This design comes from an exercise in tuning for small area, a short achievable clock period and few clock cycles on the open sky130 flow, not from production work. Where RTL was checked, it was by simulation tests only, not by an equivalence proof against the original. The RTL of run 2 was laid out without a check of its function. Power figures rest on the tool's default switching activity, not on a simulated workload.

## flow/design.v (module list and top-level ports; edited modules follow where they fit)
// module alu_unit: 914 lines
module alu_unit(
    input clk,
    input rst,
    input in_valid,
    output in_ready,
    input [15:0] a,
    input [15:0] b,
    input [2:0] op,
    output reg out_valid,
    output reg [15:0] r
    );
  // ...
==> flow/flow/run.sh <==
#!/bin/bash
# Layout flow: the standard flow, except that synthesis maps with the
# ABC script in flow/abc_area.script (area-oriented mapping, no ABC
# buffering/upsizing; the resizer later fixes timing on the placed design).
# Then: buf_1 port buffers, clkbuf_8 clock buffers, and the resizer asked
# to leave 55 ns of setup slack. Each part logs to its own file.
set -e
rm -rf scripts_abc
cp -r "$FLOW_HOME/scripts" scripts_abc
cp flow/abc_area.script scripts_abc/abc_area.script
A=("BUFFER_PORTS_ARGS=-buffer_cell sky130_fd_sc_hd__buf_1" CTS_BUF_LIST=sky130_fd_sc_hd__clkbuf_8 SETUP_SLACK_MARGIN=55 )
bash standard.sh "${A[@]}" SCRIPTS_DIR=$PWD/scripts_abc synth > synth.log 2>&1
bash standard.sh "${A[@]}" finish > standard.log 2>&1
==> flow/flow/abc_area.script <==
strash
dch
map -a
strash
dch
map -a
strash
dch -f
map -a
topo
stime -c
==> flow/standard.sh <==
#!/bin/bash
# synth_recipe.tcl (not shown) runs the flow's synth.tcl, then flattens the netlist and writes it again
# the make line also repeats each setting of config.mk as NAME=value (left out here)
make -C /OpenROAD-flow-scripts/flow DESIGN_CONFIG=/design/flow/config.mk WORK_HOME=/design/flow/orfs CLKGATE_MAP_FILE= SYNTH_SCRIPT=/design/flow/synth_recipe.tcl "${@:-finish}"
==> flow/config.mk <==
export PLATFORM = sky130hd
export DESIGN_NAME = alu_unit
export DESIGN_NICKNAME = alu_unit
export VERILOG_FILES = /design/flow/design.v
export SDC_FILE = /design/flow/constraint.sdc
export NUM_CORES = 4
export LEC_CHECK = 0
export ABC_AREA = 1
export CAP_MARGIN = 20
export CORE_MARGIN = 2
export CORE_UTILIZATION = 40
export SLEW_MARGIN = 20
==> flow/constraint.sdc <==
create_clock -name core_clock -period 70.0 [get_ports {clk}]
set_input_delay 14.0000 -clock core_clock [delete_from_list [all_inputs] [get_ports {clk}]]
set_output_delay 14.0000 -clock core_clock [all_outputs]
set_load 0.01 [all_outputs]
==> reports/results.tsv, run 1 <==
metric	value	unit
met2_usage	30.1	%
ys_seq_elements	143	
buf_share	3.58	%
drc	0	
skew	0.0103	ns
final_util	46.9	%
setup-tns-final	0	ns
clock_cell_area_share	3.63	%
finalWirelength	22600	um
synth_async_sr_flop_share	0	%
pwr-share-clk	21.7	%
cp_top_family	flip-flops	
routedWlPerCell	15.3	um
r2r_end	r[14]$_DFF_P_	
ir_drop	0.0173	mV
hpwl	17600	um
grt_pass1_wl	35900	um
worstHoldStart	a_q[10]$_DFF_P_	
synth_adder_area_share	30.8	%
cp_max_fo	1	
area_delta_synth_final	14.7	%
power_switching	0.117	mW
slew_headroom	36.2	%
p_per_area	26.7	mW/mm2
inv_count	126	
rr_startpoint	div2$_DFF_P_	
n_tap_cell	313	
required	56.00	ns
worst_slew_pin_slew	0.950	ns
htreeDepth	4	
postSynthNetCount	1272	
status	complete, no violations	
grt_use_met3	4.10	%
clkbuf_count	17	
reg2regPathDepth	84	
Testbench counts, summed over its fixed seeds: cycles 4,032.
==> run 2: changes to the inputs <==
--- a/flow/design.v
+++ b/flow/design.v
@@ -20,17 +20,17 @@
     op_q <= op;
     v0 <= in_valid & ~rst;
 end
 wire mul0 = op_q == 3'd3;
 wire div0 = op_q == 3'd4;
 wire add0 = op_q == 3'd1;
 wire sub0 = op_q == 3'd2;
 wire [15:0] y0 = b_q ^ {16{div0 | sub0}};
-wire [15:0] x0 = {a_q[15:11] & {5{~mul0}}, a_q[10:0]};
+wire [15:0] x0 = {a_q[15:9] & {7{~mul0}}, a_q[8:0]};
 wire [1:0] s15;
 wire g15_0_0 = (x0[15] & y0[0]) | ((div0 | sub0) & (x0[15] ^ y0[0]));
 wire p15_0_0 = x0[15] ^ y0[0];
 assign s15[0] = p15_0_0 ^ (div0 | sub0);
 assign s15[1] = g15_0_0;
 wire sel15 = mul0 ? a_q[15] : (div0 & s15[1] & &y0[15:1]);
 wire [15:0] x_15 = sel15 ? {s15[0:0], x0[14:0]} : x0;
 wire [2:0] s14;
@@ -110,126 +110,124 @@
 assign s11[0] = p11_0_0 ^ (div0 | sub0);
 assign s11[1] = p11_1_1 ^ g11_0_0;
 assign s11[2] = p11_2_2 ^ g11_1_0;
 assign s11[3] = p11_3_3 ^ g11_2_0;
 assign s11[4] = p11_4_4 ^ g11_3_0;
 assign s11[5] = g11_4_0;
 wire sel11 = mul0 ? a_q[11] : (div0 & s11[5] & &y0[15:5]);
 wire [15:0] x_11 = sel11 ? {s11[4:0], x_12[10:0]} : x_12;
-reg [15:0] x1, y1;
-reg [15:11] q1;
-reg mul1, div1, add1, sub1, v1;
-always @(posedge clk) begin
-    x1 <= x_11;
-    y1 <= y0;
-    q1 <= {sel15, sel14, sel13, sel12, sel11};
-    mul1 <= mul0;
-    div1 <= div0;
-    add1 <= add0;
-    sub1 <= sub0;
-    v1 <= v0 & ~rst;
-end
-wire xl10 = ~mul1 & x1[10];
 wire [6:0] s10;
-wire g10_0_0 = (xl10 & y1[0]) | ((div1 | sub1) & (xl10 ^ y1[0]));
-wire p10_0_0 = xl10 ^ y1[0];
-wire g10_1_1 = x1[11] & y1[1];
-wire p10_1_1 = x1[11] ^ y1[1];
-wire g10_2_2 = x1[12] & y1[2];
-wire p10_2_2 = x1[12] ^ y1[2];
-wire g10_3_3 = x1[13] & y1[3];
-wire p10_3_3 = x1[13] ^ y1[3];
-wire g10_4_4 = x1[14] & y1[4];
-wire p10_4_4 = x1[14] ^ y1[4];
-wire g10_5_5 = x1[15] & y1[5];
-wire p10_5_5 = x1[15] ^ y1[5];
+wire g10_0_0 = (x_11[10] & y0[0]) | ((div0 | sub0) & (x_11[10] ^ y0[0]));
+wire p10_0_0 = x_11[10] ^ y0[0];
+wire g10_1_1 = x_11[11] & y0[1];
+wire p10_1_1 = x_11[11] ^ y0[1];
+wire g10_2_2 = x_11[12] & y0[2];
+wire p10_2_2 = x_11[12] ^ y0[2];
+wire g10_3_3 = x_11[13] & y0[3];
+wire p10_3_3 = x_11[13] ^ y0[3];
+wire g10_4_4 = x_11[14] & y0[4];
+wire p10_4_4 = x_11[14] ^ y0[4];
+wire g10_5_5 = x_11[15] & y0[5];
+wire p10_5_5 = x_11[15] ^ y0[5];
 wire g10_1_0 = g10_1_1 | (p10_1_1 & g10_0_0);
 wire p10_1_0 = p10_1_1 & p10_0_0;
 wire g10_3_2 = g10_3_3 | (p10_3_3 & g10_2_2);
 wire p10_3_2 = p10_3_3 & p10_2_2;
 wire g10_5_4 = g10_5_5 | (p10_5_5 & g10_4_4);
 wire p10_5_4 = p10_5_5 & p10_4_4;
 wire g10_3_0 = g10_3_2 | (p10_3_2 & g10_1_0);
 wire p10_3_0 = p10_3_2 & p10_1_0;
 wire g10_5_0 = g10_5_4 | (p10_5_4 & g10_3_0);
 wire p10_5_0 = p10_5_4 & p10_3_0;
 wire g10_2_0 = g10_2_2 | (p10_2_2 & g10_1_0);
 wire p10_2_0 = p10_2_2 & p10_1_0;
 wire g10_4_0 = g10_4_4 | (p10_4_4 & g10_3_0);
 wire p10_4_0 = p10_4_4 & p10_3_0;
-assign s10[0] = p10_0_0 ^ (div1 | sub1);
+assign s10[0] = p10_0_0 ^ (div0 | sub0);
 assign s10[1] = p10_1_1 ^ g10_0_0;
 assign s10[2] = p10_2_2 ^ g10_1_0;
 assign s10[3] = p10_3_3 ^ g10_2_0;
 assign s10[4] = p10_4_4 ^ g10_3_0;
 assign s10[5] = p10_5_5 ^ g10_4_0;
 assign s10[6] = g10_5_0;
-wire sel10 = mul1 ? x1[10] : (div1 & s10[6] & &y1[15:6]);
-wire [15:0] x_10 = sel10 ? {s10[5:0], x1[9:0]} : x1;
-wire xl9 = ~mul1 & x_10[9];
+wire sel10 = mul0 ? a_q[10] : (div0 & s10[6] & &y0[15:6]);
+wire [15:0] x_10 = sel10 ? {s10[5:0], x_11[9:0]} : x_11;
 wire [7:0] s9;
-wire g9_0_0 = (xl9 & y1[0]) | ((div1 | sub1) & (xl9 ^ y1[0]));
-wire p9_0_0 = xl9 ^ y1[0];
-wire g9_1_1 = x_10[10] & y1[1];
-wire p9_1_1 = x_10[10] ^ y1[1];
-wire g9_2_2 = x_10[11] & y1[2];
-wire p9_2_2 = x_10[11] ^ y1[2];
-wire g9_3_3 = x_10[12] & y1[3];
-wire p9_3_3 = x_10[12] ^ y1[3];
-wire g9_4_4 = x_10[13] & y1[4];
-wire p9_4_4 = x_10[13] ^ y1[4];
-wire g9_5_5 = x_10[14] & y1[5];
-wire p9_5_5 = x_10[14] ^ y1[5];
-wire g9_6_6 = x_10[15] & y1[6];
-wire p9_6_6 = x_10[15] ^ y1[6];
+wire g9_0_0 = (x_10[9] & y0[0]) | ((div0 | sub0) & (x_10[9] ^ y0[0]));
+wire p9_0_0 = x_10[9] ^ y0[0];
+wire g9_1_1 = x_10[10] & y0[1];
+wire p9_1_1 = x_10[10] ^ y0[1];
+wire g9_2_2 = x_10[11] & y0[2];
+wire p9_2_2 = x_10[11] ^ y0[2];
+wire g9_3_3 = x_10[12] & y0[3];
+wire p9_3_3 = x_10[12] ^ y0[3];
+wire g9_4_4 = x_10[13] & y0[4];
+wire p9_4_4 = x_10[13] ^ y0[4];
+wire g9_5_5 = x_10[14] & y0[5];
+wire p9_5_5 = x_10[14] ^ y0[5];
+wire g9_6_6 = x_10[15] & y0[6];
+wire p9_6_6 = x_10[15] ^ y0[6];
 wire g9_1_0 = g9_1_1 | (p9_1_1 & g9_0_0);
 wire p9_1_0 = p9_1_1 & p9_0_0;
 wire g9_3_2 = g9_3_3 | (p9_3_3 & g9_2_2);
 wire p9_3_2 = p9_3_3 & p9_2_2;
 wire g9_5_4 = g9_5_5 | (p9_5_5 & g9_4_4);
 wire p9_5_4 = p9_5_5 & p9_4_4;
 wire g9_3_0 = g9_3_2 | (p9_3_2 & g9_1_0);
 wire p9_3_0 = p9_3_2 & p9_1_0;
 wire g9_5_0 = g9_5_4 | (p9_5_4 & g9_3_0);
 wire p9_5_0 = p9_5_4 & p9_3_0;
 wire g9_2_0 = g9_2_2 | (p9_2_2 & g9_1_0);
 wire p9_2_0 = p9_2_2 & p9_1_0;
 wire g9_4_0 = g9_4_4 | (p9_4_4 & g9_3_0);
 wire p9_4_0 = p9_4_4 & p9_3_0;
 wire g9_6_0 = g9_6_6 | (p9_6_6 & g9_5_0);
 wire p9_6_0 = p9_6_6 & p9_5_0;
-assign s9[0] = p9_0_0 ^ (div1 | sub1);
+assign s9[0] = p9_0_0 ^ (div0 | sub0);
 assign s9[1] = p9_1_1 ^ g9_0_0;
 assign s9[2] = p9_2_2 ^ g9_1_0;
 assign s9[3] = p9_3_3 ^ g9_2_0;
 assign s9[4] = p9_4_4 ^ g9_3_0;
 assign s9[5] = p9_5_5 ^ g9_4_0;
 assign s9[6] = p9_6_6 ^ g9_5_0;
 assign s9[7] = g9_6_0;
-wire sel9 = mul1 ? x_10[9] : (div1 & s9[7] & &y1[15:7]);
+wire sel9 = mul0 ? a_q[9] : (div0 & s9[7] & &y0[15:7]);
 wire [15:0] x_9 = sel9 ? {s9[6:0], x_10[8:0]} : x_10;
-wire xl8 = ~mul1 & x_9[8];
+reg [15:0] x1, y1;
+reg [15:9] q1;
+reg mul1, div1, add1, sub1, v1;
+always @(posedge clk) begin
+    x1 <= x_9;
+    y1 <= y0;
+    q1 <= {sel15, sel14, sel13, sel12, sel11, sel10, sel9};
+    mul1 <= mul0;
+    div1 <= div0;
+    add1 <= add0;
+    sub1 <= sub0;
+    v1 <= v0 & ~rst;
+end
+wire xl8 = ~mul1 & x1[8];
 wire [8:0] s8;
 wire g8_0_0 = (xl8 & y1[0]) | ((div1 | sub1) & (xl8 ^ y1[0]));
 wire p8_0_0 = xl8 ^ y1[0];
-wire g8_1_1 = x_9[9] & y1[1];
-wire p8_1_1 = x_9[9] ^ y1[1];
-wire g8_2_2 = x_9[10] & y1[2];
-wire p8_2_2 = x_9[10] ^ y1[2];
-wire g8_3_3 = x_9[11] & y1[3];
-wire p8_3_3 = x_9[11] ^ y1[3];
-wire g8_4_4 = x_9[12] & y1[4];
-wire p8_4_4 = x_9[12] ^ y1[4];
-wire g8_5_5 = x_9[13] & y1[5];
-wire p8_5_5 = x_9[13] ^ y1[5];
-wire g8_6_6 = x_9[14] & y1[6];
-wire p8_6_6 = x_9[14] ^ y1[6];
-wire g8_7_7 = x_9[15] & y1[7];
-wire p8_7_7 = x_9[15] ^ y1[7];
+wire g8_1_1 = x1[9] & y1[1];
+wire p8_1_1 = x1[9] ^ y1[1];
+wire g8_2_2 = x1[10] & y1[2];
+wire p8_2_2 = x1[10] ^ y1[2];
+wire g8_3_3 = x1[11] & y1[3];
+wire p8_3_3 = x1[11] ^ y1[3];
+wire g8_4_4 = x1[12] & y1[4];
+wire p8_4_4 = x1[12] ^ y1[4];
+wire g8_5_5 = x1[13] & y1[5];
+wire p8_5_5 = x1[13] ^ y1[5];
+wire g8_6_6 = x1[14] & y1[6];
+wire p8_6_6 = x1[14] ^ y1[6];
+wire g8_7_7 = x1[15] & y1[7];
+wire p8_7_7 = x1[15] ^ y1[7];
 wire g8_1_0 = g8_1_1 | (p8_1_1 & g8_0_0);
 wire p8_1_0 = p8_1_1 & p8_0_0;
 wire g8_3_2 = g8_3_3 | (p8_3_3 & g8_2_2);
 wire p8_3_2 = p8_3_3 & p8_2_2;
 wire g8_5_4 = g8_5_5 | (p8_5_5 & g8_4_4);
 wire p8_5_4 = p8_5_5 & p8_4_4;
 wire g8_7_6 = g8_7_7 | (p8_7_7 & g8_6_6);
 wire p8_7_6 = p8_7_7 & p8_6_6;
@@ -251,18 +249,18 @@
 assign s8[1] = p8_1_1 ^ g8_0_0;
 assign s8[2] = p8_2_2 ^ g8_1_0;
 assign s8[3] = p8_3_3 ^ g8_2_0;
 assign s8[4] = p8_4_4 ^ g8_3_0;
 assign s8[5] = p8_5_5 ^ g8_4_0;
 assign s8[6] = p8_6_6 ^ g8_5_0;
 assign s8[7] = p8_7_7 ^ g8_6_0;
 assign s8[8] = g8_7_0;
-wire sel8 = mul1 ? x_9[8] : (div1 & s8[8] & &y1[15:8]);
-wire [15:0] x_8 = sel8 ? {s8[7:0], x_9[7:0]} : x_9;
+wire sel8 = mul1 ? x1[8] : (div1 & s8[8] & &y1[15:8]);
+wire [15:0] x_8 = sel8 ? {s8[7:0], x1[7:0]} : x1;
 wire xl7 = ~mul1 & x_8[7];
 wire [9:0] s7;
 wire g7_0_0 = (xl7 & y1[0]) | ((div1 | sub1) & (xl7 ^ y1[0]));
 wire p7_0_0 = xl7 ^ y1[0];
 wire g7_1_1 = x_8[8] & y1[1];
 wire p7_1_1 = x_8[8] ^ y1[1];
 wire g7_2_2 = x_8[9] & y1[2];
 wire p7_2_2 = x_8[9] ^ y1[2];
@@ -440,55 +438,42 @@
 assign s5[6] = p5_6_6 ^ g5_5_0;
 assign s5[7] = p5_7_7 ^ g5_6_0;
 assign s5[8] = p5_8_8 ^ g5_7_0;
 assign s5[9] = p5_9_9 ^ g5_8_0;
 assign s5[10] = p5_10_10 ^ g5_9_0;
 assign s5[11] = g5_10_0;
 wire sel5 = mul1 ? x_6[5] : (div1 & s5[11] & &y1[15:11]);
 wire [15:0] x_5 = sel5 ? {s5[10:0], x_6[4:0]} : x_6;
-reg [15:0] x2, y2;
-reg [15:5] q2;
-reg mul2, div2, add2, sub2, v2;
-always @(posedge clk) begin
-    x2 <= x_5;
-    y2 <= y1;
-    q2 <= {q1[15:11], sel10, sel9, sel8, sel7, sel6, sel5};
-    mul2 <= mul1;
-    div2 <= div1;
-    add2 <= add1;
-    sub2 <= sub1;
-    v2 <= v1 & ~rst;
-end
-wire xl4 = ~mul2 & x2[4];
+wire xl4 = ~mul1 & x_5[4];
 wire [12:0] s4;
-wire g4_0_0 = (xl4 & y2[0]) | ((div2 | sub2) & (xl4 ^ y2[0]));
-wire p4_0_0 = xl4 ^ y2[0];
-wire g4_1_1 = x2[5] & y2[1];
-wire p4_1_1 = x2[5] ^ y2[1];
-wire g4_2_2 = x2[6] & y2[2];
-wire p4_2_2 = x2[6] ^ y2[2];
-wire g4_3_3 = x2[7] & y2[3];
-wire p4_3_3 = x2[7] ^ y2[3];
-wire g4_4_4 = x2[8] & y2[4];
-wire p4_4_4 = x2[8] ^ y2[4];
-wire g4_5_5 = x2[9] & y2[5];
-wire p4_5_5 = x2[9] ^ y2[5];
-wire g4_6_6 = x2[10] & y2[6];
-wire p4_6_6 = x2[10] ^ y2[6];
-wire g4_7_7 = x2[11] & y2[7];
-wire p4_7_7 = x2[11] ^ y2[7];
-wire g4_8_8 = x2[12] & y2[8];
-wire p4_8_8 = x2[12] ^ y2[8];
-wire g4_9_9 = x2[13] & y2[9];
-wire p4_9_9 = x2[13] ^ y2[9];
-wire g4_10_10 = x2[14] & y2[10];
-wire p4_10_10 = x2[14] ^ y2[10];
-wire g4_11_11 = x2[15] & y2[11];
-wire p4_11_11 = x2[15] ^ y2[11];
+wire g4_0_0 = (xl4 & y1[0]) | ((div1 | sub1) & (xl4 ^ y1[0]));
+wire p4_0_0 = xl4 ^ y1[0];
+wire g4_1_1 = x_5[5] & y1[1];
+wire p4_1_1 = x_5[5] ^ y1[1];
+wire g4_2_2 = x_5[6] & y1[2];
+wire p4_2_2 = x_5[6] ^ y1[2];
+wire g4_3_3 = x_5[7] & y1[3];
+wire p4_3_3 = x_5[7] ^ y1[3];
+wire g4_4_4 = x_5[8] & y1[4];
+wire p4_4_4 = x_5[8] ^ y1[4];
+wire g4_5_5 = x_5[9] & y1[5];
+wire p4_5_5 = x_5[9] ^ y1[5];
+wire g4_6_6 = x_5[10] & y1[6];
+wire p4_6_6 = x_5[10] ^ y1[6];
+wire g4_7_7 = x_5[11] & y1[7];
+wire p4_7_7 = x_5[11] ^ y1[7];
+wire g4_8_8 = x_5[12] & y1[8];
+wire p4_8_8 = x_5[12] ^ y1[8];
+wire g4_9_9 = x_5[13] & y1[9];
+wire p4_9_9 = x_5[13] ^ y1[9];
+wire g4_10_10 = x_5[14] & y1[10];
+wire p4_10_10 = x_5[14] ^ y1[10];
+wire g4_11_11 = x_5[15] & y1[11];
+wire p4_11_11 = x_5[15] ^ y1[11];
 wire g4_1_0 = g4_1_1 | (p4_1_1 & g4_0_0);
 wire p4_1_0 = p4_1_1 & p4_0_0;
 wire g4_3_2 = g4_3_3 | (p4_3_3 & g4_2_2);
 wire p4_3_2 = p4_3_3 & p4_2_2;
 wire g4_5_4 = g4_5_5 | (p4_5_5 & g4_4_4);
 wire p4_5_4 = p4_5_5 & p4_4_4;
 wire g4_7_6 = g4_7_7 | (p4_7_7 & g4_6_6);
 wire p4_7_6 = p4_7_7 & p4_6_6;
@@ -515,59 +500,59 @@
 wire g4_4_0 = g4_4_4 | (p4_4_4 & g4_3_0);
 wire p4_4_0 = p4_4_4 & p4_3_0;
 wire g4_6_0 = g4_6_6 | (p4_6_6 & g4_5_0);
 wire p4_6_0 = p4_6_6 & p4_5_0;
 wire g4_8_0 = g4_8_8 | (p4_8_8 & g4_7_0);
 wire p4_8_0 = p4_8_8 & p4_7_0;
 wire g4_10_0 = g4_10_10 | (p4_10_10 & g4_9_0);
 wire p4_10_0 = p4_10_10 & p4_9_0;
-assign s4[0] = p4_0_0 ^ (div2 | sub2);
+assign s4[0] = p4_0_0 ^ (div1 | sub1);
 assign s4[1] = p4_1_1 ^ g4_0_0;
 assign s4[2] = p4_2_2 ^ g4_1_0;
 assign s4[3] = p4_3_3 ^ g4_2_0;
 assign s4[4] = p4_4_4 ^ g4_3_0;
 assign s4[5] = p4_5_5 ^ g4_4_0;
 assign s4[6] = p4_6_6 ^ g4_5_0;
 assign s4[7] = p4_7_7 ^ g4_6_0;
 assign s4[8] = p4_8_8 ^ g4_7_0;
 assign s4[9] = p4_9_9 ^ g4_8_0;
 assign s4[10] = p4_10_10 ^ g4_9_0;
 assign s4[11] = p4_11_11 ^ g4_10_0;
 assign s4[12] = g4_11_0;
-wire sel4 = mul2 ? x2[4] : (div2 & s4[12] & &y2[15:12]);
-wire [15:0] x_4 = sel4 ? {s4[11:0], x2[3:0]} : x2;
-wire xl3 = ~mul2 & x_4[3];
+wire sel4 = mul1 ? x_5[4] : (div1 & s4[12] & &y1[15:12]);
+wire [15:0] x_4 = sel4 ? {s4[11:0], x_5[3:0]} : x_5;
+wire xl3 = ~mul1 & x_4[3];
 wire [13:0] s3;
-wire g3_0_0 = (xl3 & y2[0]) | ((div2 | sub2) & (xl3 ^ y2[0]));
-wire p3_0_0 = xl3 ^ y2[0];
-wire g3_1_1 = x_4[4] & y2[1];
-wire p3_1_1 = x_4[4] ^ y2[1];
-wire g3_2_2 = x_4[5] & y2[2];
-wire p3_2_2 = x_4[5] ^ y2[2];
-wire g3_3_3 = x_4[6] & y2[3];
-wire p3_3_3 = x_4[6] ^ y2[3];
-wire g3_4_4 = x_4[7] & y2[4];
-wire p3_4_4 = x_4[7] ^ y2[4];
-wire g3_5_5 = x_4[8] & y2[5];
-wire p3_5_5 = x_4[8] ^ y2[5];
-wire g3_6_6 = x_4[9] & y2[6];
-wire p3_6_6 = x_4[9] ^ y2[6];
-wire g3_7_7 = x_4[10] & y2[7];
-wire p3_7_7 = x_4[10] ^ y2[7];
-wire g3_8_8 = x_4[11] & y2[8];
-wire p3_8_8 = x_4[11] ^ y2[8];
-wire g3_9_9 = x_4[12] & y2[9];
-wire p3_9_9 = x_4[12] ^ y2[9];
-wire g3_10_10 = x_4[13] & y2[10];
-wire p3_10_10 = x_4[13] ^ y2[10];
-wire g3_11_11 = x_4[14] & y2[11];
-wire p3_11_11 = x_4[14] ^ y2[11];
-wire g3_12_12 = x_4[15] & y2[12];
-wire p3_12_12 = x_4[15] ^ y2[12];
+wire g3_0_0 = (xl3 & y1[0]) | ((div1 | sub1) & (xl3 ^ y1[0]));
+wire p3_0_0 = xl3 ^ y1[0];
+wire g3_1_1 = x_4[4] & y1[1];
+wire p3_1_1 = x_4[4] ^ y1[1];
+wire g3_2_2 = x_4[5] & y1[2];
+wire p3_2_2 = x_4[5] ^ y1[2];
+wire g3_3_3 = x_4[6] & y1[3];
+wire p3_3_3 = x_4[6] ^ y1[3];
+wire g3_4_4 = x_4[7] & y1[4];
+wire p3_4_4 = x_4[7] ^ y1[4];
+wire g3_5_5 = x_4[8] & y1[5];
+wire p3_5_5 = x_4[8] ^ y1[5];
+wire g3_6_6 = x_4[9] & y1[6];
+wire p3_6_6 = x_4[9] ^ y1[6];
+wire g3_7_7 = x_4[10] & y1[7];
+wire p3_7_7 = x_4[10] ^ y1[7];
+wire g3_8_8 = x_4[11] & y1[8];
+wire p3_8_8 = x_4[11] ^ y1[8];
+wire g3_9_9 = x_4[12] & y1[9];
+wire p3_9_9 = x_4[12] ^ y1[9];
+wire g3_10_10 = x_4[13] & y1[10];
+wire p3_10_10 = x_4[13] ^ y1[10];
+wire g3_11_11 = x_4[14] & y1[11];
+wire p3_11_11 = x_4[14] ^ y1[11];
+wire g3_12_12 = x_4[15] & y1[12];
+wire p3_12_12 = x_4[15] ^ y1[12];
 wire g3_1_0 = g3_1_1 | (p3_1_1 & g3_0_0);
 wire p3_1_0 = p3_1_1 & p3_0_0;
 wire g3_3_2 = g3_3_3 | (p3_3_3 & g3_2_2);
 wire p3_3_2 = p3_3_3 & p3_2_2;
 wire g3_5_4 = g3_5_5 | (p3_5_5 & g3_4_4);
 wire p3_5_4 = p3_5_5 & p3_4_4;
 wire g3_7_6 = g3_7_7 | (p3_7_7 & g3_6_6);
 wire p3_7_6 = p3_7_7 & p3_6_6;
@@ -596,62 +581,75 @@
 wire g3_6_0 = g3_6_6 | (p3_6_6 & g3_5_0);
 wire p3_6_0 = p3_6_6 & p3_5_0;
 wire g3_8_0 = g3_8_8 | (p3_8_8 & g3_7_0);
 wire p3_8_0 = p3_8_8 & p3_7_0;
 wire g3_10_0 = g3_10_10 | (p3_10_10 & g3_9_0);
 wire p3_10_0 = p3_10_10 & p3_9_0;
 wire g3_12_0 = g3_12_12 | (p3_12_12 & g3_11_0);
 wire p3_12_0 = p3_12_12 & p3_11_0;
-assign s3[0] = p3_0_0 ^ (div2 | sub2);
+assign s3[0] = p3_0_0 ^ (div1 | sub1);
 assign s3[1] = p3_1_1 ^ g3_0_0;
 assign s3[2] = p3_2_2 ^ g3_1_0;
 assign s3[3] = p3_3_3 ^ g3_2_0;
 assign s3[4] = p3_4_4 ^ g3_3_0;
 assign s3[5] = p3_5_5 ^ g3_4_0;
 assign s3[6] = p3_6_6 ^ g3_5_0;
 assign s3[7] = p3_7_7 ^ g3_6_0;
 assign s3[8] = p3_8_8 ^ g3_7_0;
 assign s3[9] = p3_9_9 ^ g3_8_0;
 assign s3[10] = p3_10_10 ^ g3_9_0;
 assign s3[11] = p3_11_11 ^ g3_10_0;
 assign s3[12] = p3_12_12 ^ g3_11_0;
 assign s3[13] = g3_12_0;
-wire sel3 = mul2 ? x_4[3] : (div2 & s3[13] & &y2[15:13]);
+wire sel3 = mul1 ? x_4[3] : (div1 & s3[13] & &y1[15:13]);
 wire [15:0] x_3 = sel3 ? {s3[12:0], x_4[2:0]} : x_4;
-wire xl2 = ~mul2 & x_3[2];
+reg [15:0] x2, y2;
+reg [15:3] q2;
+reg mul2, div2, add2, sub2, v2;
+always @(posedge clk) begin
+    x2 <= x_3;
+    y2 <= y1;
+    q2 <= {q1[15:9], sel8, sel7, sel6, sel5, sel4, sel3};
+    mul2 <= mul1;
+    div2 <= div1;
+    add2 <= add1;
+    sub2 <= sub1;
+    v2 <= v1 & ~rst;
+end
+wire xl2 = ~mul2 & x2[2];
 wire [14:0] s2;
 wire g2_0_0 = (xl2 & y2[0]) | ((div2 | sub2) & (xl2 ^ y2[0]));
 wire p2_0_0 = xl2 ^ y2[0];
-wire g2_1_1 = x_3[3] & y2[1];
-wire p2_1_1 = x_3[3] ^ y2[1];
-wire g2_2_2 = x_3[4] & y2[2];
-wire p2_2_2 = x_3[4] ^ y2[2];
-wire g2_3_3 = x_3[5] & y2[3];
-wire p2_3_3 = x_3[5] ^ y2[3];
-wire g2_4_4 = x_3[6] & y2[4];
-wire p2_4_4 = x_3[6] ^ y2[4];
-wire g2_5_5 = x_3[7] & y2[5];
-wire p2_5_5 = x_3[7] ^ y2[5];
-wire g2_6_6 = x_3[8] & y2[6];
-wire p2_6_6 = x_3[8] ^ y2[6];
-wire g2_7_7 = x_3[9] & y2[7];
-wire p2_7_7 = x_3[9] ^ y2[7];
-wire g2_8_8 = x_3[10] & y2[8];
-wire p2_8_8 = x_3[10] ^ y2[8];
-wire g2_9_9 = x_3[11] & y2[9];
-wire p2_9_9 = x_3[11] ^ y2[9];
-wire g2_10_10 = x_3[12] & y2[10];
-wire p2_10_10 = x_3[12] ^ y2[10];
-wire g2_11_11 = x_3[13] & y2[11];
-wire p2_11_11 = x_3[13] ^ y2[11];
-wire g2_12_12 = x_3[14] & y2[12];
-wire p2_12_12 = x_3[14] ^ y2[12];
-wire g2_13_13 = x_3[15] & y2[13];
-wire p2_13_13 = x_3[15] ^ y2[13];
+wire g2_1_1 = x2[3] & y2[1];
+wire p2_1_1 = x2[3] ^ y2[1];
+wire g2_2_2 = x2[4] & y2[2];
+wire p2_2_2 = x2[4] ^ y2[2];
+wire g2_3_3 = x2[5] & y2[3];
+wire p2_3_3 = x2[5] ^ y2[3];
+wire g2_4_4 = x2[6] & y2[4];
+wire p2_4_4 = x2[6] ^ y2[4];
+wire g2_5_5 = x2[7] & y2[5];
+wire p2_5_5 = x2[7] ^ y2[5];
+wire g2_6_6 = x2[8] & y2[6];
+wire p2_6_6 = x2[8] ^ y2[6];
+wire g2_7_7 = x2[9] & y2[7];
+wire p2_7_7 = x2[9] ^ y2[7];
+wire g2_8_8 = x2[10] & y2[8];
+wire p2_8_8 = x2[10] ^ y2[8];
+wire g2_9_9 = x2[11] & y2[9];
+wire p2_9_9 = x2[11] ^ y2[9];
+wire g2_10_10 = x2[12] & y2[10];
+wire p2_10_10 = x2[12] ^ y2[10];
+wire g2_11_11 = x2[13] & y2[11];
+wire p2_11_11 = x2[13] ^ y2[11];
+wire g2_12_12 = x2[14] & y2[12];
+wire p2_12_12 = x2[14] ^ y2[12];
+wire g2_13_13 = x2[15] & y2[13];
+wire p2_13_13 = x2[15] ^ y2[13];
 wire g2_1_0 = g2_1_1 | (p2_1_1 & g2_0_0);
 wire p2_1_0 = p2_1_1 & p2_0_0;
 wire g2_3_2 = g2_3_3 | (p2_3_3 & g2_2_2);
 wire p2_3_2 = p2_3_3 & p2_2_2;
 wire g2_5_4 = g2_5_5 | (p2_5_5 & g2_4_4);
 wire p2_5_4 = p2_5_5 & p2_4_4;
 wire g2_7_6 = g2_7_7 | (p2_7_7 & g2_6_6);
 wire p2_7_6 = p2_7_7 & p2_6_6;
@@ -699,18 +697,18 @@
 assign s2[7] = p2_7_7 ^ g2_6_0;
 assign s2[8] = p2_8_8 ^ g2_7_0;
 assign s2[9] = p2_9_9 ^ g2_8_0;
 assign s2[10] = p2_10_10 ^ g2_9_0;
 assign s2[11] = p2_11_11 ^ g2_10_0;
 assign s2[12] = p2_12_12 ^ g2_11_0;
 assign s2[13] = p2_13_13 ^ g2_12_0;
 assign s2[14] = g2_13_0;
-wire sel2 = mul2 ? x_3[2] : (div2 & s2[14] & &y2[15:14]);
-wire [15:0] x_2 = sel2 ? {s2[13:0], x_3[1:0]} : x_3;
+wire sel2 = mul2 ? x2[2] : (div2 & s2[14] & &y2[15:14]);
+wire [15:0] x_2 = sel2 ? {s2[13:0], x2[1:0]} : x2;
 wire xl1 = ~mul2 & x_2[1];
 wire [15:0] s1;
 wire g1_0_0 = (xl1 & y2[0]) | ((div2 | sub2) & (xl1 ^ y2[0]));
 wire p1_0_0 = xl1 ^ y2[0];
 wire g1_1_1 = x_2[2] & y2[1];
 wire p1_1_1 = x_2[2] ^ y2[1];
 wire g1_2_2 = x_2[3] & y2[2];
 wire p1_2_2 = x_2[3] ^ y2[2];
@@ -900,16 +898,16 @@
 assign s0[11] = p0_11_11 ^ g0_10_0;
 assign s0[12] = p0_12_12 ^ g0_11_0;
 assign s0[13] = p0_13_13 ^ g0_12_0;
 assign s0[14] = p0_14_14 ^ g0_13_0;
 assign s0[15] = p0_15_15 ^ g0_14_0;
 assign s0[16] = g0_15_0;
 wire sel0 = mul2 ? x_1[0] : (div2 & s0[16] & 1'b1) | add2 | (sub2 & s0[16]);
 wire [15:0] x_0 = sel0 ? s0[15:0] : {x_1[15:1], xl0};
-wire [15:0] q = {q2[15:5], sel4, sel3, sel2, sel1, sel0};
+wire [15:0] q = {q2[15:3], sel2, sel1, sel0};
 wire [15:0] res = div2 ? q :
                   (mul2 | add2 | (sub2 & sel0)) ? x_0 : 16'd0;
 always @(posedge clk) begin
     r <= res;
     out_valid <= v2 & ~rst;
 end
 endmodule
==> run 2 against run 1 <==
Against the previous run: critical path depth did not move; critical endpoint is now r[7]; cell count increased by 0.88%; fmax grew 0.12%; register-to-register slack lost 0.24 ns; sequential power about the same; worst setup slack better by 0.018 ns; highest routed layer unchanged; area after synthesis is 0.71% higher; via count increased by 2.1%; still clean on timing, DRC and antenna; worst hold slack worse by 0.0089 ns; routed wire length shrank 0.81%; clock power increased by 8.9%.
==> reports/results.tsv, run 2 <==
metric	value	unit	change
status	complete, no violations		
synthTopCellsByArea	dfxtp_1 (31%), fa_1 (17%), ha_1 (13%)		
worstHoldStart	a_q[2]$_DFF_P_		
n_fill_cell	2322		
postSynthNetCount	1278		+0.47%
finalSetupViolCount	0		
slew_headroom	37.3	%	+1.2 points
worstPathArrival	0.94	ns	
gp_congestion	0.906		
cts_tree	yes		
synth_top_area_share	31.3	%	
cp-start-kind	flop		
dr.first_iter.drc_count	415		
ys_seq_elements	147		+2.8%
seq_area_frac_synth	31.3	%	
final_common_cell	nand2_1		
cp_num_buf_inv	1		
start_util	40.4	%	
htreeDepth	4		unchanged
worst_slew_pin_slew	0.930	ns	-0.0201 ns
p_int	0.175	mW	
yosys_warnings	1		
pwr-share-clk	23.1	%	+1.4 points
setup-tns-final	0	ns	unchanged
max_clock_freq	66.9	MHz	
rsz0062_at_grt	false		
ant_nets	0		
finalWirelength	22400	um	-0.81%
overflow	0		
place.port_buffers	54		
p_comb_share	42.5	%	
std_cell_rows	56		
hpwl	17500	um	-0.32%
cp-end-kind	primary output		
num_vias	7404		
seqPwrFrac	34.4	%	
core	0.0233	mm2	
dieWidth	157	um	
cts_made_buffers	17		
synth_edf_count	0		
syn_inst	1062		
placed_cells_incl_taps	1444		
cp_max_fo	1		unchanged
drt-pass1-iter-count	5		
clk_latency	0.47	ns	
rr_startpoint	x1[8]$_DFF_P_		
skew	0.0209	ns	+0.0106 ns
die_h	157	um	
cpMaxStageDelayCell	dfxtp_1		
startpoint	r[7]$_DFF_P_		
dieArea	0.0247	mm2	
yosysMostFrequentCell	nand2_1		
routedWlPerCell	15.0	um	-1.7%
fin_crit	14.94	ns	
final_cells	1491		
synthDistinctLibCells	35		
ys.flop_type	dfxtp_1		
antenna_found_initial	0		
leakage	4.47	nW	
io_pins	56		
drive_above_1_share	8.70	%	
num_antenna_cells	0		
required	56.00	ns	about the same
cts_buffer_depth	2		
nNetsFinal	1375		
track_usage	19.6	%	
ir_drop	0.0160	mV	-7.6%
area_delta_synth_final	14.0	%	
grt_pass1_vias	7409		
clkSinkCount	147		
syn-cell-area	0.00939	mm2	
drv_cap	0		
power_switching	0.116	mW	-0.74%
drc	0		unchanged
fin_crit_sh	21.3	%	
grt_max_degree	28		
path_clk_slew	0.09	ns	
critPathKind	reg -> out		
cp_top_family	flip-flops		
synth_area_per_cell	8.84	um2	
grt_pass1_wl	37600	um	+4.7%
hp-class	reg -> reg		
root_buffer	clkbuf_8		
slew_violations	0		
post_drt_via_cell_ratio	4.97		
slowest_delay	0.34	ns	
netSwitchingFraction	39.8	%	
layout_common_cells	nand2_1 (199), dfxtp_1 (144), clkinv_1 (126)		
worstPathCellList	buf_1		
yosys.area.top_type	dfxtp_1		
synth_async_sr_flop_share	0	%	unchanged
p_per_area	27.2	mW/mm2	+2.1%
synth_common_cells	nand2_1 (199), dfxtp_1 (147), clkinv_1 (133)		
hold_viol	0		
## run 2: changes by cell type after synthesis, sizes merged, moves of 8 or more
| cell | delta |
|---|---|
| o21ai | +11 |
| xnor2 | +8 |
| clkinv | +10 |
| nand2 | -12 |
| a21oi | +17 |
| nand3 | -9 |
## run 2: path summary, 6_finish.rpt
check	end	slack, ns	cells past startpoint
max	r[7]	55.06	1
min	x1[2]$_DFF_P_	0.32	0
max reg2reg	x2[13]$_DFF_P_	56.21	81
min reg2reg	x1[2]$_DFF_P_	0.32	0
## run 2: repair_timing
item | in CTS | in global routing
gates resized for setup | 14 | 37
gates cloned | 0 | 2
pin swaps | 0 | 2
setup buffers | 3 | 10
hold buffers | 0 | 0
endpoints found under the setup margin | 14 | 23
## run 2: area by class of cell
type | count | area (um2) | share of cell area [%]
multi-input cells | 782 | 6050 | 56.5
flip-flops and latches | 147 | 2950 | 27.5
inverters | 133 | 514 | 4.81
repair buffers | 77 | 402 | 3.75
well taps | 319 | 399 | 3.73
clock buffers | 18 | 248 | 2.32
clock inverters | 14 | 139 | 1.30
repair inverters | 1 | 5.00 | 0.0468
## run 2: stage by stage
| step | power [mW] | hold slack, ns | setup slack (ns) | cell area (um2) | utilization, % |
|---|---|---|---|---|---|
| final | 0.292 | 0.320 | 55.06 | 10700 | 46.0 |
| after global routing | 0.319 | 0.324 | 54.96 | 10700 | 46.0 |
| after CTS | 0.292 | 0.321 | 55.02 | 10500 | 45.2 |
| after detailed placement | 0.223 | 0.312 | 53.33 | 10100 | 43.2 |
| after global placement | 0.221 | 0.311 | 54.07 | 10100 | 43.2 |
| after floorplan | 0.193 | 0.310 | 55.26 | 9390 | - |
## run 2: per-layer routing
layer	global-route usage, %	up-vias	part of all wire, %	wire (um)
met4	5.06	0	1.6	367
met1	26.3	3515	47	10500
li1	-	3699	-	-
met5	0	-	0	0
met2	32.1	158	47	10500
met3	4.32	32	4.8	1070
## run 2: logic make-up after synthesis
kind of cell / Yosys count / share of synthesized area [%]
multiplexers: 7 / 0.760
other: 1 / 0.0399
buffers and inverters: 134 / 5.40
XOR/XNOR: 67 / 6.25
adder cells (fa/ha/maj): 178 / 30.1
flip-flops: 147 / 31.3
AND/OR/NAND/NOR: 301 / 12.7
AO/OA/AOI/OAI: 227 / 13.4
## run 2: worst reg2reg max path: cells and delay by family, from the launching register on
family / cells / cell delay, ns
AO/OA/AOI/OAI: 40 / 6.49
adder cells (fa/ha/maj): 10 / 3.20
buffers and inverters: 15 / 1.93
flip-flops: 1 / 0.33
multiplexers: 1 / 0.35
AND/OR/NAND/NOR: 15 / 1.36
## run 2: power by group through the flow
stage                     combinational, mW  clock, mW  sequential (mW)
after global placement                0.119          0            0.102
after detailed placement              0.121          0            0.102
final                                 0.124     0.0674            0.100
after global routing                  0.145     0.0730            0.102
after floorplan                      0.0926          0            0.101
after CTS                             0.122     0.0690            0.100

-- port drivers added, routing unchanged --
The results above use ideal ports. As a check the final layouts listed here were re-extracted and re-timed, cells and wires unchanged.
Step 1 (the two cells are an assumption about what drives the block):
set clk [get_ports {clk}]
set_driving_cell -lib_cell sky130_fd_sc_hd__clkbuf_16 $clk
set_driving_cell -lib_cell sky130_fd_sc_hd__buf_2 [delete_from_list [all_inputs] $clk]
Step 2 moves the port delays by t, midway between the first and last clock arrival at a register: inputs arrive t later, outputs are due t later. That takes back most of the time a late clock gives input paths.
a / b / c = ideal / step 1 / step 2; a / b = the first two.
| run | shift t [ns] | setup slack, ns | hold WS [ns] |
|---|---|---|---|
| run 1 | 0.486 | 55.038 / 54.997 / 55.483 | 0.329 / 0.329 / 0.329 |
| run 2 | 0.493 | 55.056 / 55.020 / 55.513 | 0.320 / 0.320 / 0.320 |
After both steps every run listed still meets setup and hold.
